Source: an optimization exercise on an open RTL-to-GDS flow (aim: small area). Production flows keep margins and buffers that such runs may drop. In this exercise RTL edits were held to simulation tests only and were not proved equivalent to the original. Power is estimated from default activity; no workload was simulated.

==> design/flow/design.v <==
module lcd_ctrl(clk, reset, datain, cmd, cmd_valid, dataout, output_valid, busy);
input           clk;
input           reset;
input   [7:0]   datain;
input   [2:0]   cmd;
input           cmd_valid;
output  reg     [7:0]dataout;
output  reg     output_valid;
output  reg     busy;
reg   [7:0]buffer[107:0]; 
reg   [6:0]count;
reg   [3:0]out_count;
reg   [6:0]origin;
reg   [1:0]state;
reg   valid, sign;
parameter load = 3'd0,
          in = 3'd1,
          fit = 3'd2,
          right = 3'd3,
          left = 3'd4,
          up = 3'd5,
          down = 3'd6;  
integer i;         
always@(posedge clk)
begin
  if(reset)
    begin
      output_valid <= 1'b0;
      busy <= 1'b0;
      count <= 7'd0;
      out_count <= 4'd0;
      origin <= 7'd0;
      state <= 2'd0;
      valid <= 1'b0;
      sign <= 1'b0;
      for(i = 0; i < 108; i = i + 1)
        buffer[i] <= 0;
    end
  else
    begin
      if(cmd_valid)
        begin
          if(!busy)
            begin
              busy <= 1'b1;
              case(state)
                2'd0:begin
                  if(cmd == load)
                    begin
                      state <= 2'd1;
                      origin <= 7'd13;
                      valid <= 1'b1;
                      output_valid <= 1'b0;
                      sign <= 1'b1;
                    end
                  else
                    begin
                      state <= 2'd0;
                      origin <= 7'd0;
                      valid <= 1'b0;
                      output_valid <= 1'b1;
                      sign <= 1'b0;
                    end
                end
                2'd1:begin
                  case(cmd)
                    load:begin
                      state <= 2'd1;
                      origin <= 7'd13;
                      valid <= 1'b1;
                      output_valid <= 1'b0;
                      sign <= 1'b1;
                    end
                    in:begin
                      state <= 2'd2;
                      origin <= 7'd40;
                      output_valid <= 1'b1;
                      sign <= 1'b0;
                    end
                    fit:begin
                      state <= 2'd1;
                      origin <= 7'd13;
                      output_valid <= 1'b1;
                      sign <= 1'b1;
                    end
                    right:begin
                      state <= 2'd1;
                      origin <= 7'd13;
                      output_valid <= 1'b1;
                      sign <= 1'b1;
                    end
                    left:begin
                      state <= 2'd1;
                      origin <= 7'd13;
                      output_valid <= 1'b1;
                      sign <= 1'b1;
                    end
                    up:begin
                      state <= 2'd1;
                      origin <= 7'd13;
                      output_valid <= 1'b1;
                      sign <= 1'b1;
                    end
                    down:begin
                      state <= 2'd1;
                      origin <= 7'd13;
                      output_valid <= 1'b1;
                      sign <= 1'b1;
                    end
                    default:begin
                      state <= 2'd0;
                      origin <= origin;
                      output_valid <= 1'b0;
                      sign <= 1'b0;
                    end
                  endcase
                end
                2'd2:begin
                  case(cmd)
                    load:begin
                      state <= 2'd1;
                      origin <= 7'd13;
                      valid <= 1'b1;
                      output_valid <= 1'b0;
                      sign <= 1'b1;
                    end
                    in:begin
                      state <= 2'd2;
                      origin <= origin;
                      output_valid <= 1'b1;
                      sign <= 1'b0;
                    end
                    fit:begin
                      state <= 2'd1;
                      origin <= 7'd13;
                      output_valid <= 1'b1;
                      sign <= 1'b1;
                    end
                    right:begin
                      state <= 2'd2;
                      output_valid <= 1'b1;
                      sign <= 1'b0;
                      if(origin == 7'd8 || origin == 7'd20 || origin == 7'd32 || origin == 7'd44 || origin == 7'd56 || origin == 7'd68)
                        origin <= origin;
                      else
                        origin <= origin + 1;
                    end
                    left:begin
                      state <= 2'd2;
                      output_valid <= 1'b1;
                      sign <= 1'b0;
                      if(origin == 7'd0 || origin == 7'd12 || origin == 7'd24 || origin == 7'd36 || origin == 7'd48 || origin == 7'd60)
                        origin <= origin;
                      else
                        origin <= origin - 1;
                    end
                    up:begin
                      state <= 2'd2;
                      output_valid <= 1'b1;
                      sign <= 1'b0;
                      if(origin == 0 || origin == 1 || origin == 2 || origin == 3 || origin == 4 || origin == 5 || origin == 6 || origin == 7 || origin == 8)
                        origin <= origin;
                      else
                        origin <= origin - 12;
                    end
                    down:begin
                      state <= 2'd2;
                      output_valid <= 1'b1;
                      sign <= 1'b0;
                      if(origin == 60 || origin == 61 || origin == 62 || origin == 63 || origin == 64 || origin == 65 || origin == 66 || origin == 67 || origin == 68)
                        origin <= origin;
                      else
                        origin <= origin + 12;
                    end
                    default:begin
                      state <= 2'd0;
                      sign <= 1'b0;
                      origin <= origin;
                      output_valid <= 1'b0;
                    end
                  endcase
                end
                default:begin
                  state <= 2'd0;
                  origin <= origin;
                  output_valid <= 1'b0;
                  sign <= 1'b0;
                end
              endcase
            end
          else
            begin
              origin <= origin;
              valid <= valid;
              output_valid <= output_valid;
              sign <= sign;
            end
        end
      else
        begin
          if(valid)
            begin
              if(count == 7'd108)
                begin
                  count <= 7'd0;
                  output_valid <= 1;
                  valid <= 0;
                end
              else
                begin
                  buffer[count] <= datain;
                  count <= count + 1;
                end
            end
          else
            begin
              if(output_valid)
                begin
                  if(out_count == 4'd15)
                    begin
                      out_count <= 4'd0;
                      output_valid <= 0;
                      busy <= 0;
                      if(sign)
                        origin <= origin - 81;
                      else
                        origin <= origin - 39;
                    end
                  else
                    begin
                      out_count <= out_count + 1;
                      if(sign)
                        begin
                          if(out_count == 4'd3 || out_count == 4'd7 || out_count == 4'd11)
                            begin
                              origin <= origin + 15;
                            end
                          else
                            begin
                              origin <= origin + 3;
                            end
                        end
                      else
                        begin
                          if(out_count == 4'd3 || out_count == 4'd7 || out_count == 4'd11)
                            begin
                              origin <= origin + 9;
                            end
                          else
                            begin
                              origin <= origin + 1;
                            end
                        end                     
                    end
                end
              else
                begin
                  origin <= origin;
                  valid <= valid;
                 	output_valid <= output_valid;
                end
            end
        end   
    end       
end        
always@(negedge clk)
begin
  if(reset)
      dataout <= 8'd0;     
  else
    begin
    if(valid)
        dataout <= 8'd0;
    else
        dataout <= buffer[origin];
  end 
end                                                             
endmodule
==> design/flow/run.sh <==
#!/bin/bash
# synth_recipe.tcl (not shown) runs the flow's synth.tcl, then flattens the netlist and writes it again
# the make line also repeats each setting of config.mk as NAME=value (left out here)
make -C /OpenROAD-flow-scripts/flow DESIGN_CONFIG=/design/flow/config.mk WORK_HOME=/design/flow/orfs CLKGATE_MAP_FILE= SYNTH_SCRIPT=/design/flow/synth_recipe.tcl finish
==> design/flow/config.mk <==
export PLATFORM = sky130hd
export DESIGN_NAME = lcd_ctrl
export DESIGN_NICKNAME = lcd_ctrl
export VERILOG_FILES = /design/flow/design.v
export SDC_FILE = /design/flow/constraint.sdc
export NUM_CORES = 4
export LEC_CHECK = 0
export CAP_MARGIN = 20
export CORE_MARGIN = 2
export CORE_UTILIZATION = 40
export SLEW_MARGIN = 20
==> design/flow/constraint.sdc <==
create_clock -name core_clock -period 8.0 [get_ports {clk}]
set_input_delay 1.6000 -clock core_clock [delete_from_list [all_inputs] [get_ports {clk}]]
set_output_delay 1.6000 -clock core_clock [all_outputs]
set_load 0.01 [all_outputs]
==> run_results.csv, run 1 <==
group,metric,value,unit
grt,antenna_found_initial,3,
timing,rsz0062_at_grt,"false",
detailed_routing,vias,27822,
cts,clock_sink_count,1056,
finish,fin_nets,3317,
grt,grt_use_met3,3.13,%
critical_path,reg2reg_depth,6,
critical_path,critPathTopFamily,"buffers and inverters",
timing,hold_slack,0.500,ns
synth,synth_compound_area_share,3.87,%
grt,grt_pass1_vias,28306,
synth,synth_ff_type,"edfxtp_1",
placement,hpwl,81300,um
synth,async_reset_ff_share,0,%
cts,htreeDepth,3,
detailed_routing,avgViaCountPerCell,5.57,
finish,fillCellCount,10646,
finish,synthToLayoutAreaGrowth,11.1,%
cts,cts_resized,0,
timing,fin_skew,0.0270,ns
grt,gr-usage-met1,29.2,%
power,power_density,228,nW/um^2
finish,layout-drive-gt1-share,18.7,%
detailed_routing,routedWlPerCell,25.8,um
finish,n_antenna_cell,0,
floorplan,initial_core_util,40.3,%
floorplan,rows,128,
grt,grt_busiest_layer,"met2",
power,p_leak,18.3,nW
synth,synthMuxAreaShare,12.8,%
grt,grt_pass1_wl,192000,um
synth,yosys.cell_types.count,73,
synth,synthSimpleGateAreaFrac,16.0,%
power,peakVddDrop,197,uV
synth,synth_top_family_by_area,"simple AND/OR/NAND/NOR gates",
timing,finalHoldViolations,0,
critical_path,cp_data_required_time,6.40,ns
cts,cts-buffers-inserted,109,
critical_path,cp_data_arrival_time,5.81,ns
floorplan,die_width,354,um
synth,postSynthCellCount,3299,
timing,slew_violations,0,
floorplan,die_height,354,um
placement,gp_congestion,0.836,
critical_path,path_cells,"clkdlybuf4s50_1",
synth,synthAdderAreaFrac,0.698,%
floorplan,die_area,126000,um^2
cts,clk_pin_slew,0.06,ns
critical_path,path_depth,1,
synth,syn_nets,3339,
cts,cts_buffer_depth,3,
grt,grt_max_degree,90,
grt,globalRouteMet2Util,33.2,%
synth,synth_edf_count,1024,
detailed_routing,drc,0,
job,max_cap_viol_count,0,
grt,grt_usage,20.6,%
critical_path,startpoint_type,"flip-flop",
critical_path,endpoint_kind,"output pin",
detailed_routing,postRouteAntennaNets,0,
timing,tightest_slew,1.20,ns
placement,io_buffer_count,23,
critical_path,slowest_stage,"clkdlybuf4s50_1",
synth,syn-cell-area,49100,um^2
critical_path,crit_path_max_fanout,1,
critical_path,critical_path_class,"flip-flop to output pin",
timing,setup_tns,0,ns
critical_path,worst-path-buf-inv,1,
timing,maxSlewHeadroom,19.8,%
floorplan,coreArea,122000,um^2
synth,synth-seq-cells,1056,
detailed_routing,drt_wl_total,129000,um
synth,yosysWarningCount,1,
min_path,worstHoldPathCells,2,
grt,gr-total-overflow,0,
min_path,hold_class,"flip-flop to flip-flop",
detailed_routing,dr.pass1.iters,5,
cts,cts_setup_buffers,0,
timing,setup_viol,0,
cts,tritoncts,"yes",
outcome,status,"no timing/DRC/antenna violations",
cts,holdBufCountCts,0,
critical_path,critPathMaxStageDelay,0.62,ns
cts,cts_root_buf,"clkbuf_16",
synth,synth_area_per_cell,14.9,um^2
floorplan,io_pins,24,
synth,synth_xor_area_share,0.303,%
detailed_routing,drt_iter0_markers,2795,
synth,yosysSeqAreaShare,63.9,%
cts,clock_latency,0.70,ns
flip-flops by register name, indices dropped and copies added, names as in the netlist:
| signal | cells |
|---|---|
| sign | 1 |
| valid | 1 |
| count | 7 |
| origin | 7 |
| dataout | 8 |
| out_count | 4 |
| busy | 1 |
| output_valid | 1 |
| state | 2 |
| buffer | 1024 |
kinds of logic after synthesis:
kind of cell | after synthesis
fa+ha+maj | 27
mux | 308
flops | 1056
buf+inv | 262
xor+xnor | 17
simple gates | 1357
compound gates | 272
stage by stage:
| step | cells | power [W] | worst slack [ns] | instance area [um^2] | util [%] |
|---|---|---|---|---|---|
| 6_report | 4991 | 0.0125 | 0.591 | 54500 | 44.8 |
| 5_1_grt | 4991 | 0.0128 | 0.530 | 54500 | 44.8 |
| 4_1_cts | 4991 | 0.0125 | 0.548 | 54500 | 44.8 |
| 3_5_place_dp | 4784 | 0.00765 | 0.677 | 51100 | 42.0 |
| 3_3_place_gp | 4783 | 0.00764 | 0.0991 | 51100 | 42.0 |
| 2_1_floorplan | 3299 | 0.00719 | 1.39 | 49100 | - |
report_power, final:
part	internal, W	switching (W)	leakage, nW
clock network	0.00276	0.00217	1.71
registers	0.00628	0.000117	9.99
logic	0.000456	0.000672	6.61
area by class of cell:
cell class	count	area (um^2)	share of cell area, %
inverters	17	66.3	0.122
flip-flops and latches	1056	31400	57.6
clock inverters	64	507	0.929
clock buffers	144	2940	5.40
multi-input cells	1981	16500	30.3
repair buffers	104	1040	1.91
well taps	1625	2030	3.73
per-layer routing:
layer	routed length, um	up-vias
met5	0	-
met4	3090	0
met3	9070	192
met2	61700	991
met1	55000	14370
li1	-	12269
path summary, 6_finish.rpt:
path | startpoint | end | slack, ns
max | dataout[6] | dataout[6] | 0.59
min | out_count[1] | out_count[1] | 0.50
max reg2reg | origin[0] | dataout[4] | 0.71
min reg2reg | out_count[1] | out_count[1] | 0.50
Yosys cell counts, types with 5 or more instances:
library cell | instances | share of area [%]
a21oi_1 | 58 | 0.59
a221oi_1 | 41 | 0.73
a22o_1 | 7 | 0.12
a22oi_1 | 22 | 0.34
a31oi_1 | 8 | 0.10
and2_1 | 870 | 11
and3_1 | 7 | 0.089
and3b_1 | 5 | 0.089
buf_1 | 14 | 0.11
buf_2 | 44 | 0.45
buf_4 | 11 | 0.17
buf_6 | 14 | 0.32
clkbuf_1 | 161 | 1.2
dfxtp_1 | 32 | 1.3
edfxtp_1 | 1024 | 63
ha_1 | 25 | 0.64
inv_1 | 16 | 0.12
mux2i_1 | 50 | 1.0
mux4_2 | 256 | 12
nand2_1 | 90 | 0.69
nand2b_1 | 9 | 0.11
nand3_1 | 19 | 0.19
nor2_1 | 175 | 1.3
nor2_2 | 7 | 0.089
nor2b_1 | 15 | 0.19
nor3_1 | 13 | 0.13
nor4_1 | 13 | 0.17
o2111ai_1 | 7 | 0.12
o211ai_1 | 9 | 0.14
o21ai_0 | 42 | 0.43
o221ai_1 | 9 | 0.16
o22ai_1 | 16 | 0.20
o32ai_1 | 5 | 0.089
or2_2 | 109 | 1.4
or3_1 | 8 | 0.10
xnor2_1 | 7 | 0.12
xor2_1 | 10 | 0.18
placed cells by master (no fill, tap or decap), types with 22 or more instances in the layout:
master and count:
nor2_1 175, mux2i_1 50, dfxtp_1 28, ha_1 25, clkbuf_16 112, inv_1 25, buf_4 72, a21oi_1 58
mux4_2 256, edfxtp_1 1024, and2_1 870, or2_2 109, o21ai_0 42, nand2_1 90, clkbuf_1 30, a22oi_1 22
a221oi_1 41
==> run 2: changes to the inputs <==
==> design/flow/design.v (replaced) <==
module lcd_ctrl(clk, reset, datain, cmd, cmd_valid, dataout, output_valid, busy);
input           clk;
input           reset;
input   [7:0]   datain;
input   [2:0]   cmd;
input           cmd_valid;
output  [7:0]   dataout;
output  reg     output_valid;
output  reg     busy;
reg   [7:0] ring [0:107];
reg         loading;       
reg         img;           
reg         zoom;          
reg   [3:0] fr, fc;        
reg   [3:0] pr, pc;        
reg   [3:0] out_count;
wire accept = cmd_valid & ~busy;
wire [1:0] j = out_count[1:0];
integer i;
always @(posedge clk) begin
  ring[0] <= loading ? datain : ring[107];
  for (i = 1; i < 108; i = i + 1)
    ring[i] <= ring[i-1];
end
always @(posedge clk) begin
  if (accept && cmd == 3'd0) begin
    fr <= 4'd0;
    fc <= 4'd0;
  end else if (fc == 4'd11) begin
    fc <= 4'd0;
    fr <= (fr == 4'd8) ? 4'd0 : fr + 4'd1;
  end else
    fc <= fc + 4'd1;
end
always @(posedge clk) begin
  if (reset) begin
    busy <= 1'b0;
    output_valid <= 1'b0;
    loading <= 1'b0;
    img <= 1'b0;
  end else if (accept) begin
    busy <= 1'b1;
    out_count <= 4'd0;
    if (cmd == 3'd0) begin
      loading <= 1'b1;
      img <= 1'b1;
      zoom <= 1'b0;
      pr <= 4'd1;
      pc <= 4'd1;
    end else begin
      output_valid <= 1'b1;
      if (img) begin
        case (cmd)
          3'd1: if (!zoom) begin
                  zoom <= 1'b1;
                  pr <= 4'd3;
                  pc <= 4'd4;
                end
          3'd2: begin
                  zoom <= 1'b0;
                  pr <= 4'd1;
                  pc <= 4'd1;
                end
          3'd3: if (zoom && pc != 4'd8) pc <= pc + 4'd1;
          3'd4: if (zoom && pc != 4'd0) pc <= pc - 4'd1;
          3'd5: if (zoom && pr != 4'd0) pr <= pr - 4'd1;
          3'd6: if (zoom && pr != 4'd5) pr <= pr + 4'd1;
          default: ;
        endcase
      end
    end
  end else if (loading) begin
    if (fr == 4'd8 && fc == 4'd11)
      loading <= 1'b0;
  end else if (output_valid) begin
    out_count <= out_count + 4'd1;
    if (out_count == 4'd15) begin
      output_valid <= 1'b0;
      busy <= 1'b0;
    end
    if (j != 2'd3)
      pc <= pc + (zoom ? 4'd1 : 4'd3);
    else begin
      pc <= pc - (zoom ? 4'd3 : 4'd9);
      if (out_count[3:2] == 2'd3)
        pr <= pr - (zoom ? 4'd3 : 4'd6);
      else
        pr <= pr + (zoom ? 4'd1 : 4'd2);
    end
  end else if (busy)
    output_valid <= 1'b1;
end
wire [4:0] dc = {1'b0, pc} - {1'b0, fc};
wire       bw = dc[4];
wire [3:0] mc = bw ? dc[3:0] + 4'd12 : dc[3:0];
wire [4:0] dr = {1'b0, pr} - {1'b0, fr} - {4'd0, bw};
wire [3:0] mr = dr[4] ? dr[3:0] + 4'd9 : dr[3:0];
reg [7:0] rowval [0:8];
reg [7:0] dout;
integer r, c;
always @(*) begin
  for (r = 0; r < 9; r = r + 1) begin
    rowval[r] = 8'd0;
    for (c = 0; c < 12; c = c + 1)
      rowval[r] = rowval[r] | ({8{mc == c}} & ring[107 - (12*r + c)]);
  end
  dout = 8'd0;
  for (r = 0; r < 9; r = r + 1)
    dout = dout | ({8{img && mr == r}} & rowval[r]);
end
assign dataout = dout;
endmodule
--- a/design/flow/config.mk
+++ b/design/flow/config.mk
@@ -5,6 +5,7 @@
 export SDC_FILE = /design/flow/constraint.sdc
 export NUM_CORES = 4
 export LEC_CHECK = 0
+export ABC_AREA = 1
 export CAP_MARGIN = 20
 export CORE_MARGIN = 2
 export CORE_UTILIZATION = 40
==> run 2 against run 1 <==
Net effect:
- first-iteration DRC count is 52% lower
- sequential cell count decreased by 167
- synthesized cell count is 7.7% lower
- design area fell by 41%
- global-route usage is 1.9 points lower
- clock skew decreased by 0.010 ns
- critical path depth increased by 22
- register-to-register slack improved by 4.5 ns
- non-clock buffer count is 51 lower
- worst setup slack worse by 0.15 ns
- critical endpoint is now dataout[7]
- largest power group unchanged
==> run_results.csv, run 2 <==
group,metric,value,unit
min_path,min_to,"ring[18][0]",
finish,layout-drive-gt1-share,6.42,%
grt,grt_usage,18.6,%
finish,largest_reg_flops,864,
synth,async_reset_ff_share,0,%
placement,gp_congestion,0.834,
detailed_routing,postRouteAntennaNets,0,
timing,rsz0062_at_grt,"false",
power,power_density,399,nW/um^2
power,p_switching,0.00487,W
min_path,worstHoldStart,"ring[17][0]",
synth,synthMuxAreaShare,0,%
synth,yosysSeqAreaShare,64.3,%
timing,tightest_slew,1.11,ns
finish,final_common_cell,"dfxtp_1",
floorplan,die_height,268,um
critical_path,cp_data_arrival_time,5.96,ns
critical_path,slowest_stage,"clkdlybuf4s50_1",
synth,synth_ff_type,"dfxtp_1",
finish,synthToLayoutAreaGrowth,15.4,%
power,swShare,37.9,%
power,internal_power,0.00797,W
grt,gr-total-overflow,0,
detailed_routing,drt_iter0_markers,1330,
timing,fin_skew,0.0166,ns
grt,grt_pass1_wl,107000,um
cts,cts_setup_buffers,0,
timing,maxSlewHeadroom,25.4,%
detailed_routing,avgViaCountPerCell,5.08,
timing,period_needed,7.56,ns
power,clkPwrFrac,34.8,%
floorplan,initial_core_util,40.5,%
critical_path,path_cells,"inv_1 -> ha_1 -> inv_1 -> fa_1 -> inv_1 -> nor2_1 -> nor2_2 -> fa_1 -> inv_1 -> ha_1 -> nor2_1 -> fa_1 -> nand2_1 -> a21oi_4 -> xor2_4 -> o21ai_0 -> nand3_1 -> nor2_1 -> nand2_1 -> nand2_1 -> nor2_1 -> nand2_1 -> clkdlybuf4s50_1",
finish,mostFrequentLayoutCells,"876 x dfxtp_1, 853 x nand3_1, 678 x nand2_1, 253 x nor2_1, 91 x clkbuf_16",
cts,cts_buffer_depth,3,
timing,slew_violations,0,
timing,setup_tns,0,ns
detailed_routing,dr.pass1.iters,5,
synth,ys_top_cells_by_area,"dfxtp_1 63%, nand3_1 15%, nand2_1 9.1%",
critical_path,r2r_setup_slack,5.19,ns
synth,syn_nets,3088,
critical_path,cp_data_required_time,6.40,ns
synth,synth_compound_area_share,1.18,%
synth,yosys.cell_types.count,40,
timing,timing.final.crit_share,94.5,%
finish,final_util,46.7,%
synth,yosys-top-cells-count,"876 x dfxtp_1, 853 x nand3_1, 678 x nand2_1",
detailed_routing,drt_wl_total,66700,um
floorplan,io_pins,24,
critical_path,critical_path_class,"flip-flop to output pin",
synth,synth_top_area_cell,"dfxtp_1",
synth,synthSimpleGateAreaFrac,28.6,%
synth,synth-seq-cells,889,
critical_path,reg2reg_from,"loading",
synth,synth_top_family_by_area,"simple AND/OR/NAND/NOR gates",
cts,htreeDepth,3,
outcome,status,"no timing/DRC/antenna violations",
critical_path,worst-path-buf-inv,5,
synth,postSynthCellCount,3044,
min_path,worstHoldPathCells,0,
synth,synth_area_per_cell,9.16,um^2
finish,n_antenna_cell,0,
placement,io_buffer_count,23,
finish,fillCellCount,6282,
synth,synth_edf_count,13,
synth,syn-cell-area,27900,um^2
synth,synth_top_cell_area_share,62.9,%
synth,yosysMostFrequentCell,"dfxtp_1",
min_path,hold_class,"flip-flop to flip-flop",
detailed_routing,routedWlPerCell,16.6,um
power,combPwrFrac,29.9,%
job,max_cap_viol_count,0,
power,peakVddDrop,582,uV
power,p_leak,14.3,nW
critical_path,critPathTopFamily,"adder cells",
grt,grt_pass1_vias,20198,
cts,clock_sink_count,889,
floorplan,die_area,71800,um^2
synth,synthAdderAreaFrac,1.51,%
timing,finalHoldViolations,0,
timing,setup_viol,0,
timing,fmax,0.132,GHz
cts,cts-buffers-inserted,88,
grt,antenna_found_initial,0,
critical_path,endpoint_kind,"output pin",
floorplan,die_width,268,um
floorplan,rows,96,
cts,clock_latency,0.63,ns
critical_path,critPathMaxStageDelay,0.59,ns
synth,yosysWarningCount,3,
placement,hpwl,39300,um
cts,tritoncts,"yes",
critical_path,crit_path_max_fanout,8,
synth,synth_xor_area_share,0.880,%
floorplan,coreArea,68800,um^2
critical_path,r2r-end,"pc[3]",
cts,clk_pin_slew,0.06,ns
cts,cts_root_buf,"clkbuf_16",
finish,fin_nets,3052,
grt,grt_max_degree,163,
detailed_routing,drc,0,
critical_path,startpoint_type,"flip-flop",
critical_path,crit_path_start,"pc[0]",
critical_path,reg2reg_depth,5,
finish,top_register,"ring",
detailed_routing,vias,20388,
power,p_seq_share,35.4,%
run 2: layer usage:
layer,vias up,wire [um],GRT usage [%]
li1,9994,-,-
met1,9828,31800,25.4
met2,459,30300,30.3
met3,107,3170,2.89
met4,0,1430,6.15
met5,-,0,0
run 2: cell families (layout without fill, tap and decap cells):
family	Yosys count	count (layout)
simple gates	1816	1816
flops	889	889
buf+inv	231	269
compound gates	53	53
fa+ha+maj	30	30
xor+xnor	25	25
run 2: repair_timing:
action,4_1_cts,5_1_grt
resized for setup,0,2
endpoints found under the setup margin,0,5
hold buffers,0,0
run 2: stage by stage:
stage	instance area, um^2	power [W]	cells	hold slack (ns)	worst slack (ns)
after floorplan	27900	0.00721	3044	0.331	2.46
after global placement	28900	0.00838	3848	0.332	1.34
after detailed placement	28900	0.00847	3849	0.336	1.14
after CTS	32200	0.0129	4013	0.335	0.412
after global routing	32200	0.0134	4013	0.343	0.0544
final	32200	0.0128	4013	0.337	0.444
run 2: layout make-up:
type                            instances  area (um^2)  share of cell area, %
Timing Repair Buffer                   53          631                   1.96
Multi-Input combinational cell       1924         9010                   28.0
Sequential cell                       889        17900                   55.7
Clock buffer                          127         2610                   8.12
Tap cell                              931         1160                   3.62
Clock inverter                         37          611                   1.90
Inverter                               52          198                  0.615
run 2: how the worst max path moves through the flow:
stage                            end  slack (ns)  cells past startpoint
after detailed placement  dataout[7]        1.14                     24
after global routing      dataout[4]        0.05                     23
final                     dataout[7]        0.44                     23
after CTS                 dataout[7]        0.41                     24
after floorplan           dataout[0]        2.46                     24
after global placement    dataout[3]        1.34                     23
run 2: worst reg2reg max path, stage by stage (launching register included):
cell and delay [ns]:
dfxtp_1 0.38, inv_1 0.45, nand2_1 0.15, a21oi_1 0.46
o311ai_0 0.33, a211oi_1 0.68
run 2: power groups by stage:
stage / sequential [W] / clock, W / combinational, W
global route: 0.00455 / 0.00472 / 0.00412
global placement: 0.00464 / 0 / 0.00374
CTS: 0.00454 / 0.00455 / 0.00384
floorplan: 0.00463 / 0 / 0.00258
detailed placement: 0.00464 / 0 / 0.00383
finish: 0.00454 / 0.00447 / 0.00384
==> run 3: changes to the inputs <==
==> design/flow/flow/run.sh (new file) <==
#!/bin/bash
# Standard layout (standard.sh), with synthesis mapped by flow/synth_abc.tcl.
set -euo pipefail
work=$(pwd)
export FLOW_ABC_SCRIPT=$work/flow/area.abc
bash standard.sh SYNTH_SCRIPT=$work/flow/synth_abc.tcl finish > $work/flow_make.log 2>&1
==> design/flow/flow/area.abc (new file) <==
strash
&get -n
&st
&dch -f
&nf -R 1000
&st
&syn2
&dch -f
&nf -R 1000
&put
==> design/flow/flow/synth_abc.tcl (new file) <==
# synth_recipe.tcl (the standard synthesis), except that the final mapping to
# library cells runs flow/area.abc, an area-recovering &nf script, instead of
# ORFS's abc_area.script. Registers are mapped before ABC runs, so they are
# the standard synthesis's registers with the same names and cells.
proc synth {args} { yosys synth -nofsm -noshare {*}$args }
proc abc {args} {
  set keep {}
  set skip 0
  foreach a $args {
    if {$skip} { set skip 0; continue }
    if {$a in {-script -D}} { set skip 1; continue }
    lappend keep $a
  }
  yosys abc -script $::env(FLOW_ABC_SCRIPT) {*}$keep
}
source $::env(SCRIPTS_DIR)/synth.tcl
# left out here: clear keep_hierarchy, flatten, clean up, hide names made inside functions, write 1_2_yosys.v
==> design/flow/standard.sh (new file) <==
#!/bin/bash
# synth_recipe.tcl (not shown) runs the flow's synth.tcl, then flattens the netlist and writes it again
# the make line also repeats each setting of config.mk as NAME=value (left out here)
make -C /OpenROAD-flow-scripts/flow DESIGN_CONFIG=/design/flow/config.mk WORK_HOME=/design/flow/orfs CLKGATE_MAP_FILE= SYNTH_SCRIPT=/design/flow/synth_recipe.tcl "${@:-finish}"
--- a/design/flow/config.mk
+++ b/design/flow/config.mk
@@ -8,5 +8,6 @@
 export ABC_AREA = 1
 export CAP_MARGIN = 20
 export CORE_MARGIN = 2
-export CORE_UTILIZATION = 40
+export CORE_UTILIZATION = 65
+export CTS_BUF_LIST = sky130_fd_sc_hd__clkbuf_4
 export SLEW_MARGIN = 20
removed: design/flow/run.sh
==> run 3 against run 2 <==
Net effect:
- register-to-register slack improved by 0.44 ns
- total power decreased by 22%
- sequential cell count unchanged
- design area fell by 14%
- combinational power fell by 47%
- synthesized area down 15%
- still clean
- highest routed layer unchanged
==> run_results.csv, run 3 <==
group,metric,value,unit
outcome,status,"no timing/DRC/antenna violations",
grt,grt_pass1_wl,88300,um
synth,synth_edf_count,13,
detailed_routing,routedWlPerCell,22.2,um
critical_path,critPathCapture,"dataout[3]",
synth,synth_area_per_cell,14.2,um^2
timing,period_needed,7.67,ns
timing,finalHoldViolations,0,
finish,top_register,"ring",
detailed_routing,drc,0,
critical_path,r2r-end,"pr[1]",
floorplan,coreArea,35700,um^2
critical_path,cp_data_arrival_time,6.07,ns
power,internal_power,0.00680,W
detailed_routing,dr.pass1.iters,6,
timing,fmax,0.130,GHz
detailed_routing,drt_wl_total,56700,um
placement,dpl_cell_area,25000,um^2
synth,yosysMostFrequentCell,"dfxtp_1",
finish,multi_input_area,5890,um^2
floorplan,die_area,38000,um^2
critical_path,crit_path_start,"pc[0]",
finish,mostFrequentLayoutCells,"876 x dfxtp_1, 307 x clkbuf_4, 116 x a222oi_1, 93 x a221oi_1, 83 x a22o_1",
finish,layout-drive-gt1-share,18.7,%
cts,clock_latency,0.91,ns
timing,timing.final.crit_share,95.9,%
finish,fin_nets,1984,
synth,syn_nets,1719,
power,power_density,364,nW/um^2
floorplan,initial_core_util,66.3,%
placement,hpwl,32100,um
grt,antenna_found_initial,3,
timing,maxSlewHeadroom,29.4,%
timing,slew_violations,0,
timing,setup_viol,0,
critical_path,reg2reg_from,"busy",
detailed_routing,avgViaCountPerCell,6.12,
synth,synth-seq-cells,889,
cts,cts_root_buf,"clkbuf_4",
cts,cts-buffers-inserted,199,
finish,fillCellCount,2334,
cts,htreeDepth,4,
power,peakVddDrop,300,uV
finish,synthToLayoutAreaGrowth,16.8,%
power,p_leak,10.6,nW
power,p_switching,0.00326,W
grt,grt_pass1_vias,16147,
synth,yosysSeqAreaShare,75.6,%
cts,cts_buffer_depth,3,
timing,fin_skew,0.0600,ns
grt,gr-total-overflow,0,
detailed_routing,postRouteAntennaNets,0,
timing,tightest_slew,1.06,ns
synth,ys_top_cells_by_area,"dfxtp_1 74%, a222oi_1 4.9%, a221oi_1 3.4%",
power,swShare,32.4,%
finish,largest_reg_flops,864,
synth,syn-cell-area,23700,um^2
finish,fin_area,27700,um^2
min_path,hold_class,"flip-flop to flip-flop",
finish,final_common_cell,"dfxtp_1",
job,max_cap_viol_count,0,
min_path,worstHoldPathCells,0,
critical_path,crit_path_max_fanout,5,
cts,clk_pin_slew,0.07,ns
synth,yosys.cell_types.count,37,
critical_path,endpoint_kind,"output pin",
critical_path,startpoint_type,"flip-flop",
critical_path,r2r_setup_slack,5.63,ns
detailed_routing,drt_iter0_markers,1599,
synth,yosysWarningCount,3,
floorplan,io_pins,24,
cts,tritoncts,"yes",
power,clkPwrFrac,34.7,%
synth,synth_top_area_cell,"dfxtp_1",
power,p_seq_share,45.1,%
synth,synth_top_cell_area_share,74.0,%
critical_path,reg2reg_depth,4,
placement,io_buffer_count,23,
grt,grt_usage,30.0,%
floorplan,rows,69,
grt,grt_max_degree,73,
synth,yosys-top-cells-count,"876 x dfxtp_1, 116 x a222oi_1, 93 x a221oi_1",
finish,seq_area,17900,um^2
detailed_routing,vias,15633,
placement,gp_congestion,0.834,
cts,clock_sink_count,889,
critical_path,cp_data_required_time,6.40,ns
power,combPwrFrac,20.1,%
synth,postSynthCellCount,1675,
floorplan,die_height,195,um
floorplan,die_width,195,um
synth,async_reset_ff_share,0,%
timing,hold_slack,0.304,ns
synth,synth_ff_type,"dfxtp_1",
critical_path,critical_path_class,"flip-flop to output pin",
==> run 3: how the worst min path moves through the flow <==
| stage | endpoint | startpoint |
|---|---|---|
| 2_1_floorplan | ring[102][7] | ring[101][7] |
| 3_3_place_gp | ring[102][7] | ring[101][7] |
| 3_5_place_dp | ring[95][6] | ring[94][6] |
| 4_1_cts | ring[87][7] | ring[86][7] |
| 5_1_grt | ring[90][1] | ring[89][1] |
| 6_report | ring[87][7] | ring[86][7] |
==> run 3: final cells by class <==
class	instances	share of cell area [%]
Tap cell	461	2.08
Clock buffer	307	8.33
Sequential cell	889	64.8
Multi-Input combinational cell	762	21.3
Inverter	24	0.325
Clock inverter	45	0.963
Antenna cell	3	0.0271
Timing Repair Buffer	64	2.26
==> run 3: what timing repair did <==
action | in CTS | in global routing
setup buffers | 3 | 2
endpoints found under the setup margin | 8 | 8
hold buffers | 0 | 0
pin swaps | 1 | 1
gates resized for setup | 14 | 10
gates cloned | 0 | 0
==> run 3: power by group through the flow <==
stage          combinational [W]  sequential [W]  clock, W
6_report                 0.00203         0.00454   0.00350
5_1_grt                  0.00213         0.00455   0.00379
4_1_cts                  0.00191         0.00454   0.00356
3_5_place_dp             0.00186         0.00465         0
3_3_place_gp             0.00184         0.00464         0
2_1_floorplan           0.000893         0.00463         0
==> run 3: through the flow <==
stage / setup slack, ns / setup TNS, ns / utilization, % / cells / power, W
global route: -0.0237 / -0.0237 / 77.5 / 2555 / 0.0105
global placement: 0.844 / 0 / 69.9 / 2195 / 0.00648
CTS: 0.00996 / 0 / 77.2 / 2550 / 0.0100
floorplan: 1.14 / 0 / - / 1675 / 0.00553
detailed placement: 0.596 / 0 / 69.9 / 2195 / 0.00651
finish: 0.330 / 0 / 77.5 / 2555 / 0.0101
==> run 3: logic make-up after synthesis <==
family / synth area share (%)
DFF: 75.6
AOI/OAI and AO/OA: 16.7
and+or+nand+nor: 4.07
adders and majority gates: 1.77
xor gates and xnor gates: 0.998
buffers and inverters: 0.380
muxes: 0.422
==> run 3: metal layers <==
layer	up-vias	track usage (%)	routed length, um
li1	7209	-	-
met1	7741	40.5	25100
met2	591	46.9	26400
met3	92	7.55	4010
met4	0	11.6	1230
met5	-	0	0
==> run 3: worst max-delay path, cell delays in order, from the launching register on <==
cell             delay, ns
edfxtp_1              0.42
clkinv_1              0.10
ha_1                  0.14
clkinv_1              0.08
fa_1                  0.43
a31oi_2               0.23
fa_1                  0.47
clkinv_1              0.07
ha_1                  0.15
nor2_1                0.06
fa_1                  0.42
nand2_1               0.09
a21oi_1               0.10
xnor2_2               0.32
nor2b_1               0.13
xnor2_2               0.23
nand2b_1              0.24
or2_4                 0.24
buf_4                 0.18
a31oi_1               0.06
nor4_1                0.33
nand3_1               0.18
clkdlybuf4s50_1       0.52
==> run 4: changes to the inputs <==
--- a/design/flow/config.mk
+++ b/design/flow/config.mk
@@ -8,6 +8,5 @@
 export ABC_AREA = 1
 export CAP_MARGIN = 20
 export CORE_MARGIN = 2
-export CORE_UTILIZATION = 65
-export CTS_BUF_LIST = sky130_fd_sc_hd__clkbuf_4
+export CORE_UTILIZATION = 40
 export SLEW_MARGIN = 20
==> run 4 against run 3 <==
Net effect:
- via count shrank 4.7%
- synthesized cell count is the same
- clock skew shrank 0.046 ns
- hold slack gained 0.034 ns
- sequential share of layout area shrank 1.1 points
- worst setup slack gained 0.032 ns
- routed wire length grew 3.7%
- clock power grew 13%
- sequential cell count is the same
- sequential power is essentially flat
- register-to-register slack gained 0.05 ns
- largest cell class unchanged
==> run_results.csv, run 4 <==
group,metric,value,unit
critical_path,critical_path_class,"flip-flop to output pin",
finish,largest_reg_flops,864,
timing,timing.final.crit_share,95.5,%
timing,tightest_slew,1.09,ns
finish,final_common_cell,"dfxtp_1",
cts,clock_sink_count,889,
detailed_routing,dr.pass1.iters,6,
finish,multi_input_area,5830,um^2
synth,yosys.cell_types.count,37,
timing,rsz0062_at_grt,"false",
synth,synth_ff_type,"dfxtp_1",
synth,async_reset_ff_share,0,%
cts,clock_latency,0.62,ns
finish,seq_area,17900,um^2
critical_path,critPathMaxStageDelay,0.53,ns
grt,antenna_found_initial,1,
detailed_routing,postRouteAntennaNets,0,
timing,maxSlewHeadroom,27.0,%
detailed_routing,vias,14896,
job,max_cap_viol_count,0,
critical_path,worst-path-buf-inv,5,
floorplan,initial_core_util,40.3,%
critical_path,reg2reg_depth,4,
synth,synth_edf_count,13,
finish,top_register,"ring",
placement,io_buffer_count,23,
synth,synth_top_cell_area_share,74.0,%
floorplan,rows,89,
detailed_routing,avgViaCountPerCell,5.61,
grt,grt_usage,19.1,%
synth,yosysWarningCount,3,
floorplan,io_pins,24,
grt,grt_pass1_vias,15307,
detailed_routing,drt_wl_total,58800,um
power,p_leak,10.3,nW
finish,synthToLayoutAreaGrowth,18.9,%
timing,setup_tns,0,ns
timing,setup_viol,0,
critical_path,cp_data_arrival_time,6.04,ns
critical_path,crit_path_start,"pc[0]",
grt,grt_max_degree,68,
cts,cts-buffers-inserted,83,
finish,n_antenna_cell,0,
synth,synth-seq-cells,889,
detailed_routing,drt_iter0_markers,1536,
critical_path,endpoint_kind,"output pin",
finish,layout-drive-gt1-share,9.67,%
placement,gp_congestion,0.790,
floorplan,die_area,61200,um^2
critical_path,reg2reg_from,"busy",
critical_path,r2r_setup_slack,5.68,ns
timing,slew_violations,0,
outcome,status,"no timing/DRC/antenna violations",
critical_path,startpoint_type,"flip-flop",
floorplan,coreArea,58800,um^2
critical_path,r2r-end,"pr[3]",
synth,syn-cell-area,23700,um^2
cts,holdBufCountCts,0,
finish,fin_nets,1860,
synth,yosys-top-cells-count,"876 x dfxtp_1, 116 x a222oi_1, 93 x a221oi_1",
cts,cts_buffer_depth,3,
synth,yosysSeqAreaShare,75.6,%
synth,postSynthCellCount,1675,
power,peakVddDrop,352,uV
critical_path,path_cells,"clkinv_1 -> ha_1 -> clkinv_1 -> fa_1 -> a31oi_1 -> fa_1 -> clkinv_1 -> ha_1 -> nor2_1 -> fa_1 -> nand2_1 -> a21oi_1 -> xnor2_2 -> nor2b_1 -> xnor2_2 -> nand2_1 -> or2_0 -> buf_4 -> a31oi_1 -> nor4_1 -> nand3_1 -> clkdlybuf4s50_1",
cts,cts_root_buf,"clkbuf_16",
timing,fmax,0.131,GHz
critical_path,path_depth,22,
timing,setup_ws,0.362,ns
floorplan,die_height,247,um
placement,hpwl,32200,um
grt,gr-total-overflow,0,
placement,dp_slack,0.708,ns
critical_path,critPathCapture,"dataout[3]",
critical_path,slowest_stage,"clkdlybuf4s50_1",
detailed_routing,drc,0,
grt,grt_pass1_wl,90200,um
cts,htreeDepth,3,
finish,mostFrequentLayoutCells,"876 x dfxtp_1, 116 x a222oi_1, 93 x a221oi_1, 86 x clkbuf_16, 83 x a22o_1",
critical_path,cp_data_required_time,6.40,ns
finish,fillCellCount,5148,
critical_path,critPathTopFamily,"adder cells",
timing,period_needed,7.64,ns
floorplan,die_width,247,um
timing,finalHoldViolations,0,
power,power_density,371,nW/um^2
critical_path,crit_path_max_fanout,6,
synth,ys_top_cells_by_area,"dfxtp_1 74%, a222oi_1 4.9%, a221oi_1 3.4%",
detailed_routing,routedWlPerCell,22.2,um
synth,syn_nets,1719,
synth,synth_area_per_cell,14.2,um^2
cts,tritoncts,"yes",
synth,synth_top_area_cell,"dfxtp_1",
timing,fin_skew,0.0136,ns
cts,clk_pin_slew,0.06,ns
min_path,hold_class,"flip-flop to flip-flop",
synth,yosysMostFrequentCell,"dfxtp_1",
[run 4: worst min-delay path by stage]
stage | from | endpoint | slack [ns] | depth (start not counted)
CTS | ring[30][3] | ring[31][3] | 0.34 | 0
finish | ring[101][0] | ring[102][0] | 0.34 | 0
detailed placement | ring[70][0] | ring[71][0] | 0.34 | 0
global placement | ring[52][7] | ring[53][7] | 0.33 | 0
global route | ring[82][6] | ring[83][6] | 0.35 | 0
floorplan | ring[101][7] | ring[102][7] | 0.33 | 0
[run 4: cell type report]
| cell class | count | area share (%) |
|---|---|---|
| inverters | 24 | 0.320 |
| repair buffers | 56 | 2.05 |
| multi-input cells | 762 | 20.7 |
| well taps | 773 | 3.43 |
| flip-flops and latches | 889 | 63.6 |
| clock buffers | 126 | 8.77 |
| clock inverters | 25 | 1.10 |
[run 4: timing repair]
item	CTS	global route
setup endpoints to repair	1	8
endpoints found under the hold margin	0	0
resized for setup	1	11
buffers inserted	0	1
[run 4: kinds of logic (layout without fill, tap and decap cells)]
family / Yosys count / after routing / synth area share, %
fa+ha+maj: 30 / 30 / 1.77
compound gates: 488 / 488 / 16.7
buf+inv: 24 / 231 / 0.380
mux: 9 / 9 / 0.422
simple gates: 208 / 208 / 4.07
flops: 889 / 889 / 75.6
xor+xnor: 27 / 27 / 0.998
[run 4: per-layer routing]
layer  part of all wire, %  vias up  wire length [um]  global-route usage (%)
met1                    46     7533             27000                    26.2
met4                   2.7        0              1570                    6.55
met3                   6.0      110              3520                    3.58
li1                      -     6812                 -                       -
met5                     0        -                 0                       0
met2                    45      441             26700                    30.3
[run 4: worst reg2reg max path, delay by kind of cell, from the launching register on]
kind | cells | cell delay, ns
compound gates | 2 | 0.72
flops | 1 | 0.34
simple gates | 2 | 0.90
[run 4: power breakdown]
group	switching [W]	internal [W]	total, W
sequential	0.0000491	0.00450	0.00455
clock	0.00164	0.00231	0.00395
combinational	0.00153	0.000437	0.00197
[run 4: through the flow]
stage	power [W]	cell area, um^2	hold slack (ns)	util, %	std cells
finish	0.0105	28200	0.338	47.9	2655
global route	0.0108	28200	0.349	47.9	2655
CTS	0.0105	28100	0.343	47.8	2654
detailed placement	0.00654	25300	0.335	43.1	2503
global placement	0.00652	25300	0.329	43.1	2503
floorplan	0.00553	23700	0.326	-	1675
==> run 5: changes to the inputs <==
==> design/flow/design.v (replaced) <==
module lcd_ctrl(clk, reset, datain, cmd, cmd_valid, dataout, output_valid, busy);
input           clk;
input           reset;
input   [7:0]   datain;
input   [2:0]   cmd;
input           cmd_valid;
output  [7:0]   dataout;
output  reg     output_valid;
output  reg     busy;
reg   [7:0] ring [0:107];
reg         loading;       
reg         img;           
reg         zoom;          
reg   [3:0] fr, fc;        
reg   [2:0] orow;          
reg   [3:0] ocol;          
reg   [3:0] out_count;
wire accept = cmd_valid & ~busy;
integer i;
always @(posedge clk) begin
  ring[0] <= loading ? datain : ring[107];
  for (i = 1; i < 108; i = i + 1)
    ring[i] <= ring[i-1];
end
always @(posedge clk) begin
  if (accept && cmd == 3'd0) begin
    fr <= 4'd0;
    fc <= 4'd0;
  end else if (fc == 4'd11) begin
    fc <= 4'd0;
    fr <= (fr == 4'd8) ? 4'd0 : fr + 4'd1;
  end else
    fc <= fc + 4'd1;
end
always @(posedge clk) begin
  if (reset) begin
    busy <= 1'b0;
    output_valid <= 1'b0;
    loading <= 1'b0;
    img <= 1'b0;
  end else if (accept) begin
    busy <= 1'b1;
    out_count <= 4'd0;
    if (cmd == 3'd0) begin
      loading <= 1'b1;
      img <= 1'b1;
      zoom <= 1'b0;
    end else begin
      output_valid <= 1'b1;
      if (img) begin
        case (cmd)
          3'd1: if (!zoom) begin
                  zoom <= 1'b1;
                  orow <= 3'd3;
                  ocol <= 4'd4;
                end
          3'd2: zoom <= 1'b0;
          3'd3: if (zoom && ocol != 4'd8) ocol <= ocol + 4'd1;
          3'd4: if (zoom && ocol != 4'd0) ocol <= ocol - 4'd1;
          3'd5: if (zoom && orow != 3'd0) orow <= orow - 3'd1;
          3'd6: if (zoom && orow != 3'd5) orow <= orow + 3'd1;
          default: ;
        endcase
      end
    end
  end else if (loading) begin
    if (fr == 4'd8 && fc == 4'd11)
      loading <= 1'b0;
  end else if (output_valid) begin
    out_count <= out_count + 4'd1;
    if (out_count == 4'd15) begin
      output_valid <= 1'b0;
      busy <= 1'b0;
    end
  end else if (busy)
    output_valid <= 1'b1;
end
wire [1:0] vi = out_count[3:2];
wire [1:0] vj = out_count[1:0];
wire [3:0] pr = zoom ? {1'b0, orow} + {2'b0, vi} : {1'b0, vi, 1'b1};
wire [3:0] pc = zoom ? ocol + {2'b0, vj} : {vj, 2'b01} - {2'b0, vj};
wire [4:0] dc = {1'b0, pc} - {1'b0, fc};
wire       bw = dc[4];
wire [4:0] dr = {1'b0, pr} - {1'b0, fr} - {4'd0, bw};
wire [11:0] colsel;
wire [8:0]  rowsel;
genvar gr, gc, gb;
generate
  for (gc = 0; gc < 12; gc = gc + 1) begin : CS
    assign colsel[gc] = (dc == gc) | (dc == gc + 20);
  end
  for (gr = 0; gr < 9; gr = gr + 1) begin : RS
    assign rowsel[gr] = img & ((dr == gr) | (dr == gr + 23));
  end
endgenerate
wire [7:0] rowval [0:8];
generate
  for (gr = 0; gr < 9; gr = gr + 1) begin : RV
    for (gb = 0; gb < 8; gb = gb + 1) begin : B
      wire [3:0] part_n;
      for (gc = 0; gc < 4; gc = gc + 1) begin : P
        lcd_ctrl_sel3 u (
          .d0(ring[107 - (12*gr + 3*gc)][gb]),     .s0(colsel[3*gc]),
          .d1(ring[107 - (12*gr + 3*gc + 1)][gb]), .s1(colsel[3*gc + 1]),
          .d2(ring[107 - (12*gr + 3*gc + 2)][gb]), .s2(colsel[3*gc + 2]),
          .y_n(part_n[gc]));
      end
      assign rowval[gr][gb] = ~&part_n;
    end
  end
  for (gb = 0; gb < 8; gb = gb + 1) begin : O
    wire [2:0] part_n;
    for (gr = 0; gr < 3; gr = gr + 1) begin : P
      lcd_ctrl_sel3 u (
        .d0(rowval[3*gr][gb]),     .s0(rowsel[3*gr]),
        .d1(rowval[3*gr + 1][gb]), .s1(rowsel[3*gr + 1]),
        .d2(rowval[3*gr + 2][gb]), .s2(rowsel[3*gr + 2]),
        .y_n(part_n[gr]));
    end
    assign dataout[gb] = ~&part_n;
  end
endgenerate
endmodule
module lcd_ctrl_sel3(d0, d1, d2, s0, s1, s2, y_n);
input  d0, d1, d2, s0, s1, s2;
output y_n;
assign y_n = ~((d0 & s0) | (d1 & s1) | (d2 & s2));
endmodule
==> design/flow/flow/run.sh (replaced) <==
#!/bin/bash
# Standard layout (standard.sh), with synthesis mapped by flow/synth_abc.tcl and
# the small select module lcd_ctrl_sel3 kept as its own module during synthesis
# (the netlist is flattened before layout, as in the standard synthesis).
set -euo pipefail
work=$(pwd)
export FLOW_ABC_SCRIPT=$work/flow/area.abc
bash standard.sh SYNTH_SCRIPT=$work/flow/synth_abc.tcl SYNTH_KEEP_MODULES=lcd_ctrl_sel3 finish > $work/flow_make.log 2>&1
--- a/design/flow/config.mk
+++ b/design/flow/config.mk
@@ -8,5 +8,8 @@
 export ABC_AREA = 1
 export CAP_MARGIN = 20
 export CORE_MARGIN = 2
-export CORE_UTILIZATION = 40
+export CORE_UTILIZATION = 65
+export CTS_BUF_LIST = sky130_fd_sc_hd__clkbuf_16
+export CTS_CLUSTER_DIAMETER = 100
+export CTS_CLUSTER_SIZE = 30
 export SLEW_MARGIN = 20
==> run 5 against run 4 <==
Net effect:
- synthesized cell count shrank 10%
- die area fell by 40%
- critical path depth is the same
- combinational power fell by 3%
==> run_results.csv, run 5 <==
group,metric,value,unit
min_path,hold_class,"flip-flop to flip-flop",
job,max_cap_viol_count,0,
grt,globalRouteMet2Util,44.5,%
timing,finalHoldViolations,0,
finish,fillCellCount,2339,
power,p_seq_share,53.5,%
detailed_routing,vias,13652,
timing,fin_skew,0.0219,ns
synth,synth_area_per_cell,15.3,um^2
synth,synth_top_family_by_area,"compound AO/OA/AOI/OAI gates",
placement,dp_slack,0.553,ns
timing,setup_viol,0,
min_path,worstHoldStart,"ring[98][4]",
timing,maxSlewHeadroom,28.7,%
power,peakVddDrop,468,uV
critical_path,reg2reg_from,"busy",
outcome,status,"no timing/DRC/antenna violations",
synth,yosysWarningCount,3,
floorplan,coreArea,34700,um^2
cts,clock_sink_count,888,
detailed_routing,drt_iter0_markers,2208,
synth,postSynthCellCount,1504,
power,swShare,32.6,%
synth,synthSimpleGateAreaFrac,4.39,%
placement,io_buffer_count,23,
finish,fin_nets,1637,
timing,fmax,0.129,GHz
critical_path,cp_data_required_time,6.40,ns
grt,grt_max_degree,64,
floorplan,die_height,192,um
timing,period_needed,7.72,ns
critical_path,r2r_setup_slack,5.95,ns
synth,ys_top_cells_by_area,"dfxtp_1 76%, a222oi_1 14%, nand4_1 2.0%",
grt,antenna_found_initial,0,
floorplan,initial_core_util,66.2,%
floorplan,die_area,36900,um^2
synth,yosys-top-cells-count,"876 x dfxtp_1, 312 x a222oi_1, 74 x nand4_1",
synth,syn-cell-area,23000,um^2
critical_path,cp_data_arrival_time,6.12,ns
floorplan,die_width,192,um
synth,synth_edf_count,12,
synth,yosys.cell_types.count,35,
cts,holdBufCountCts,0,
placement,hpwl,28400,um
critical_path,reg2reg_depth,5,
critical_path,r2r-end,"ocol[1]",
synth,synthAdderAreaFrac,1.64,%
finish,n_antenna_cell,0,
finish,mostFrequentLayoutCells,"876 x dfxtp_1, 312 x a222oi_1, 74 x nand4_1, 35 x nor2_1, 35 x clkbuf_16",
synth,synthMuxAreaShare,0.484,%
timing,setup_tns,0,ns
finish,top_register,"ring",
cts,clock_latency,0.54,ns
floorplan,rows,68,
detailed_routing,postRouteAntennaNets,0,
cts,htreeDepth,2,
grt,gr-usage-met1,39.2,%
power,p_switching,0.00276,W
cts,clk_pin_slew,0.11,ns
finish,stdcell_count,2054,
grt,gr-total-overflow,0,
detailed_routing,drc,0,
cts,cts_buffer_depth,3,
grt,grt_busiest_layer,"met2",
cts,cts-buffers-inserted,35,
finish,multi_input_area,5150,um^2
grt,grt_pass1_vias,13875,
synth,yosysSeqAreaShare,77.8,%
finish,synthToLayoutAreaGrowth,9.45,%
timing,timing.final.crit_share,96.5,%
cts,tritoncts,"yes",
synth,syn_nets,1544,
synth,synth-seq-cells,888,
finish,seq_area,17900,um^2
min_path,min_to,"ring[99][4]",
power,combPwrFrac,22.6,%
critical_path,critical_path_class,"flip-flop to output pin",
detailed_routing,dr.pass1.iters,13,
grt,grt_use_met3,3.78,%
timing,setup_ws,0.276,ns
cts,cts_setup_buffers,0,
grt,grt_usage,27.6,%
synth,async_reset_ff_share,0,%
grt,grt_pass1_wl,78700,um
timing,hold_slack,0.340,ns
power,internal_power,0.00569,W
min_path,worstHoldPathCells,0,
cts,cts_root_buf,"clkbuf_16",
detailed_routing,drt_wl_total,50600,um
placement,gp_congestion,0.804,
placement,dpl.cell_count,2015,
synth,synth_compound_area_share,14.6,%
finish,largest_reg_flops,864,
power,clkPwrFrac,23.9,%
synth,synth_xor_area_share,0.800,%
critical_path,startpoint_type,"flip-flop",
synth,yosysMostFrequentCell,"dfxtp_1",
detailed_routing,avgViaCountPerCell,6.65,
finish,layout-drive-gt1-share,5.44,%
critical_path,endpoint_kind,"output pin",
critical_path,crit_path_max_fanout,6,
timing,tightest_slew,1.07,ns
detailed_routing,routedWlPerCell,24.6,um
synth,synth_top_cell_area_share,76.3,%
power,p_leak,9.20,nW
finish,final_common_cell,"dfxtp_1",
timing,slew_violations,0,
power,power_density,336,nW/um^2
synth,synth_ff_type,"dfxtp_1",
floorplan,io_pins,24,
synth,synth_top_area_cell,"dfxtp_1",
## run 5: final cells by class
cell class              instances  share of cell area (%)
multi-input cells             599                    20.5
clock buffers                  35                    3.48
well taps                     455                    2.26
repair buffers                 56                    2.30
inverters                      17                   0.254
clock inverters                 4                   0.129
flip-flops and latches        888                    71.1
## run 5: critical path, stage by stage, from the launching register on
cell             delay (ns)
edfxtp_1               0.49
ha_1                   0.25
fa_1                   0.47
mux2_1                 0.16
clkinv_1               0.10
fa_1                   0.44
clkinv_1               0.06
a21o_1                 0.14
a21oi_2                0.09
fa_1                   0.44
fa_1                   0.45
nand2_1                0.10
a21oi_1                0.11
xor2_1                 0.17
nor2_1                 0.16
nand2_1                0.10
nor2_1                 0.12
a31oi_1                0.08
nor2_1                 0.43
buf_4                  0.29
a222oi_1               0.12
nand3_1                0.23
clkdlybuf4s50_1        0.58
## run 5: metrics by stage
stage	instance area, um^2	total power (W)	util [%]
after CTS	25200	0.00845	72.5
after global placement	24200	0.00648	69.8
final	25200	0.00845	72.5
after global routing	25200	0.00871	72.5
after floorplan	23000	0.00546	-
after detailed placement	24200	0.00649	69.8
## run 5: routing by layer
metal  up-vias  part of all wire, %
li1       6267                    -
met1      6811                   44
met2       500                   46
met3        74                  7.7
met4         0                  2.2
met5         -                    0
## run 5: how the worst max path moves through the flow
stage	startpoint	end	slack [ns]	cells after the start
floorplan	out_count[0]	dataout[0]	0.96	15
global placement	out_count[0]	dataout[3]	0.74	23
detailed placement	out_count[0]	dataout[3]	0.55	19
CTS	out_count[0]	dataout[3]	0.01	22
global route	out_count[0]	dataout[3]	-0.002	22
finish	out_count[0]	dataout[3]	0.28	22
## run 5: repair_timing
action / 4_1_cts / 5_1_grt
setup endpoints to repair: 4 / 8
pin swaps: 0 / 0
resized for setup: 3 / 3
## run 5: power by group through the flow
stage | sequential (W) | clock, W | combinational [W]
global route | 0.00453 | 0.00221 | 0.00197
floorplan | 0.00461 | 0 | 0.000846
global placement | 0.00462 | 0 | 0.00186
CTS | 0.00452 | 0.00206 | 0.00187
finish | 0.00452 | 0.00202 | 0.00191
detailed placement | 0.00462 | 0 | 0.00186
## run 5: per-module statistics from Yosys (local to each module, per instance)
| module | cells inside | times used |
|---|---|---|
| lcd_ctrl_sel3 | 1 | 312 |
| lcd_ctrl | 1192 | 1 |
## run 5: cell families after synthesis
logic type,after synthesis
AND/OR/NAND/NOR,190
AO/OA/AOI/OAI,352
flip-flops,888
multiplexers,10
XOR/XNOR,21
buffers and inverters,17
adder cells (fa/ha/maj),26
==> run 6: changes to the inputs <==
--- a/design/flow/config.mk
+++ b/design/flow/config.mk
@@ -9,7 +9,7 @@
 export CAP_MARGIN = 20
 export CORE_MARGIN = 2
 export CORE_UTILIZATION = 65
-export CTS_BUF_LIST = sky130_fd_sc_hd__clkbuf_16
-export CTS_CLUSTER_DIAMETER = 100
-export CTS_CLUSTER_SIZE = 30
+export CTS_BUF_LIST = sky130_fd_sc_hd__clkbuf_8
+export CTS_CLUSTER_DIAMETER = 60
+export CTS_CLUSTER_SIZE = 18
 export SLEW_MARGIN = 20
==> run 6 against run 5 <==
Net effect:
- still clean
- first-iteration DRC count shrank 13%
- routed wire length is 0.56% higher
- sequential share of layout area rose by 0.15 points
- design area fell by 0.21%
- non-clock buffer count did not move
- clock power down 5%
- die area unchanged
- critical endpoint is now dataout[4]
- largest power group unchanged
==> run_results.csv, run 6 <==
group,metric,value,unit
finish,largest_reg_flops,864,
cts,clk_pin_slew,0.10,ns
timing,fin_skew,0.0104,ns
floorplan,die_height,192,um
synth,syn_nets,1544,
finish,layout-drive-gt1-share,7.09,%
detailed_routing,routedWlPerCell,24.5,um
detailed_routing,drt_iter0_markers,1922,
detailed_routing,avgViaCountPerCell,6.61,
timing,slew_violations,0,
synth,yosysSeqAreaShare,77.8,%
detailed_routing,drc,0,
cts,clock_latency,0.68,ns
critical_path,path_cells,"ha_1 -> fa_1 -> mux2_1 -> clkinv_1 -> fa_1 -> clkinv_1 -> a21o_1 -> a21oi_2 -> fa_1 -> fa_1 -> nand2_1 -> a21oi_1 -> xnor2_1 -> nor4_1 -> o21ai_0 -> nor2_1 -> buf_4 -> a222oi_1 -> nand3_1 -> clkdlybuf4s50_1",
critical_path,endpoint_kind,"output pin",
floorplan,io_pins,24,
critical_path,slowest_stage,"clkdlybuf4s50_1",
finish,mostFrequentLayoutCells,"876 x dfxtp_1, 312 x a222oi_1, 74 x nand4_1, 56 x clkbuf_8, 34 x nor2_1",
timing,tightest_slew,1.03,ns
power,swShare,33.4,%
floorplan,die_width,192,um
timing,setup_viol,0,
power,combPwrFrac,23.0,%
timing,timing.final.crit_share,96.5,%
power,p_switching,0.00279,W
outcome,status,"no timing/DRC/antenna violations",
finish,top_register,"ring",
critical_path,critPathTopFamily,"adder cells",
synth,synth_edf_count,12,
placement,io_buffer_count,23,
grt,grt_pass1_wl,79100,um
detailed_routing,dr.pass1.iters,8,
placement,gp_congestion,0.804,
synth,yosys-top-cells-count,"876 x dfxtp_1, 312 x a222oi_1, 74 x nand4_1",
power,peakVddDrop,477,uV
timing,finalHoldViolations,0,
finish,final_common_cell,"dfxtp_1",
detailed_routing,vias,13732,
finish,fin_nets,1657,
timing,fmax,0.129,GHz
cts,cts-buffers-inserted,55,
floorplan,initial_core_util,66.2,%
synth,synth_top_cell_area_share,76.3,%
floorplan,coreArea,34700,um^2
placement,dpl.cell_count,2015,
synth,syn-cell-area,23000,um^2
floorplan,rows,68,
power,power_density,332,nW/um^2
critical_path,path_common_cell,"fa_1",
synth,ys_top_cells_by_area,"dfxtp_1 76%, a222oi_1 14%, nand4_1 2.0%",
synth,async_reset_ff_share,0,%
finish,synthToLayoutAreaGrowth,9.22,%
critical_path,critical_path_class,"flip-flop to output pin",
cts,cts_root_buf,"clkbuf_8",
grt,grt_usage,28.0,%
cts,cts_buffer_depth,3,
placement,hpwl,28400,um
finish,n_antenna_cell,0,
critical_path,worst-path-buf-inv,4,
finish,stdcell_count,2076,
job,max_cap_viol_count,0,
power,internal_power,0.00556,W
synth,synth_ff_type,"dfxtp_1",
critical_path,cp_data_arrival_time,6.12,ns
power,p_leak,9.18,nW
synth,synth-seq-cells,888,
grt,grt_max_degree,64,
grt,antenna_found_initial,0,
grt,gr-total-overflow,0,
cts,tritoncts,"yes",
min_path,hold_class,"flip-flop to flip-flop",
grt,grt_pass1_vias,13976,
detailed_routing,postRouteAntennaNets,0,
critical_path,startpoint_type,"flip-flop",
synth,synth_top_area_cell,"dfxtp_1",
critical_path,cp_data_required_time,6.40,ns
critical_path,crit_path_max_fanout,8,
cts,clock_sink_count,888,
floorplan,die_area,36900,um^2
timing,rsz0062_at_grt,"true",
synth,postSynthCellCount,1504,
power,p_seq_share,54.2,%
timing,maxSlewHeadroom,31.2,%
synth,yosysWarningCount,3,
power,clkPwrFrac,22.9,%
timing,period_needed,7.72,ns
synth,synth_area_per_cell,15.3,um^2
critical_path,critPathMaxStageDelay,0.53,ns
synth,yosysMostFrequentCell,"dfxtp_1",
power,p_total,0.00835,W
detailed_routing,drt_wl_total,50900,um
cts,htreeDepth,2,
synth,yosys.cell_types.count,35,
run 6: cell counts after synthesis:
Identical to the previous run, type by type.
run 6: cells by family (layout without fill, tap and decap cells):
group	Yosys count	after routing	synth area share, %
adders and majority gates	26	26	1.64
and+or+nand+nor	190	190	4.39
AOI/OAI and AO/OA	352	352	14.6
DFF	888	888	77.8
buffers and inverters	17	134	0.277
muxes	10	10	0.484
xor gates and xnor gates	21	21	0.800
run 6: final timing paths:
path                  to         start  slack, ns  depth (start not counted)
max           dataout[4]  out_count[0]       0.28                         20
min reg2reg  ring[16][2]   ring[15][2]       0.35                          0
max reg2reg      ocol[0]          busy       5.96                          5
min          ring[16][2]   ring[15][2]       0.35                          0
run 6: per-stage QoR:
| stage | setup WS, ns | hold slack, ns | utilization, % | TNS (ns) | instance area (um^2) |
|---|---|---|---|---|---|
| 2_1_floorplan | 0.963 | 0.330 | - | 0 | 23000 |
| 3_3_place_gp | 0.741 | 0.332 | 69.8 | 0 | 24200 |
| 3_5_place_dp | 0.553 | 0.336 | 69.8 | 0 | 24200 |
| 4_1_cts | 0.0679 | 0.341 | 72.3 | 0 | 25100 |
| 5_1_grt | -0.0617 | 0.353 | 72.4 | -0.0930 | 25100 |
| 6_report | 0.276 | 0.349 | 72.4 | 0 | 25100 |
run 6: cell type report:
class                   instances  area (um^2)
flip-flops and latches        888        17900
clock inverters                 5         58.8
repair buffers                 56          578
well taps                     455          569
inverters                      17         63.8
multi-input cells             599         5180
fillers                      2369         9600
clock buffers                  56          771
run 6: power groups by stage:
| stage | Combinational, W | Sequential (W) | Clock, W |
|---|---|---|---|
| after CTS | 0.00187 | 0.00452 | 0.00195 |
| after floorplan | 0.000846 | 0.00461 | 0 |
| after detailed placement | 0.00186 | 0.00462 | 0 |
| after global placement | 0.00186 | 0.00462 | 0 |
| final | 0.00192 | 0.00452 | 0.00191 |
| after global routing | 0.00199 | 0.00453 | 0.00210 |
run 6: routing by layer:
metal  part of all wire [%]  GRT usage, %  vias up
met5                      0             0        -
met4                    2.5          9.84        0
met3                    7.4          4.20       93
met2                     46          44.3      534
met1                     44          39.5     6799
li1                       -             -     6306
run 6: Yosys stat by module (local to each module, per instance):
module         times used  cell area [um^2]
lcd_ctrl                1             19900
lcd_ctrl_sel3         312              10.0
run 6: timing repair:
action,CTS,global route
buffers inserted,0,0
hold buffers,0,0
setup endpoints to repair,8,8
gates resized for setup,4,10
hold endpoints to repair,0,0

## static timing again, ports no longer ideal
Ports are ideal in the flow. The routed layouts listed here were re-timed in OpenROAD.
Step 1 (the two cells are an assumption about what drives the block):
set clk [get_ports {clk}]
set_driving_cell -lib_cell sky130_fd_sc_hd__clkbuf_16 $clk
set_driving_cell -lib_cell sky130_fd_sc_hd__buf_2 [delete_from_list [all_inputs] $clk]
Step 2 moves the port delays by t, midway between the first and last clock arrival at a register: inputs arrive t later, outputs are due t later. That takes back most of the time a late clock gives input paths.
a / b / c = ideal ports / drivers / drivers and shift; a / b = the first two.
run	shift t [ns]	setup slack, ns	pins driven straight from the clock port
run 2	0.686	0.444 / 0.381 / 1.067	1
run 3	0.933	0.330 / 0.275 / 1.208	1
run 4	0.671	0.362 / 0.305 / 0.976	1
run 5	0.592	0.276 / 0.220 / 0.812	1
run 6	0.722	0.276 / 0.224 / 0.947	1
After both steps every run listed still meets setup and hold.
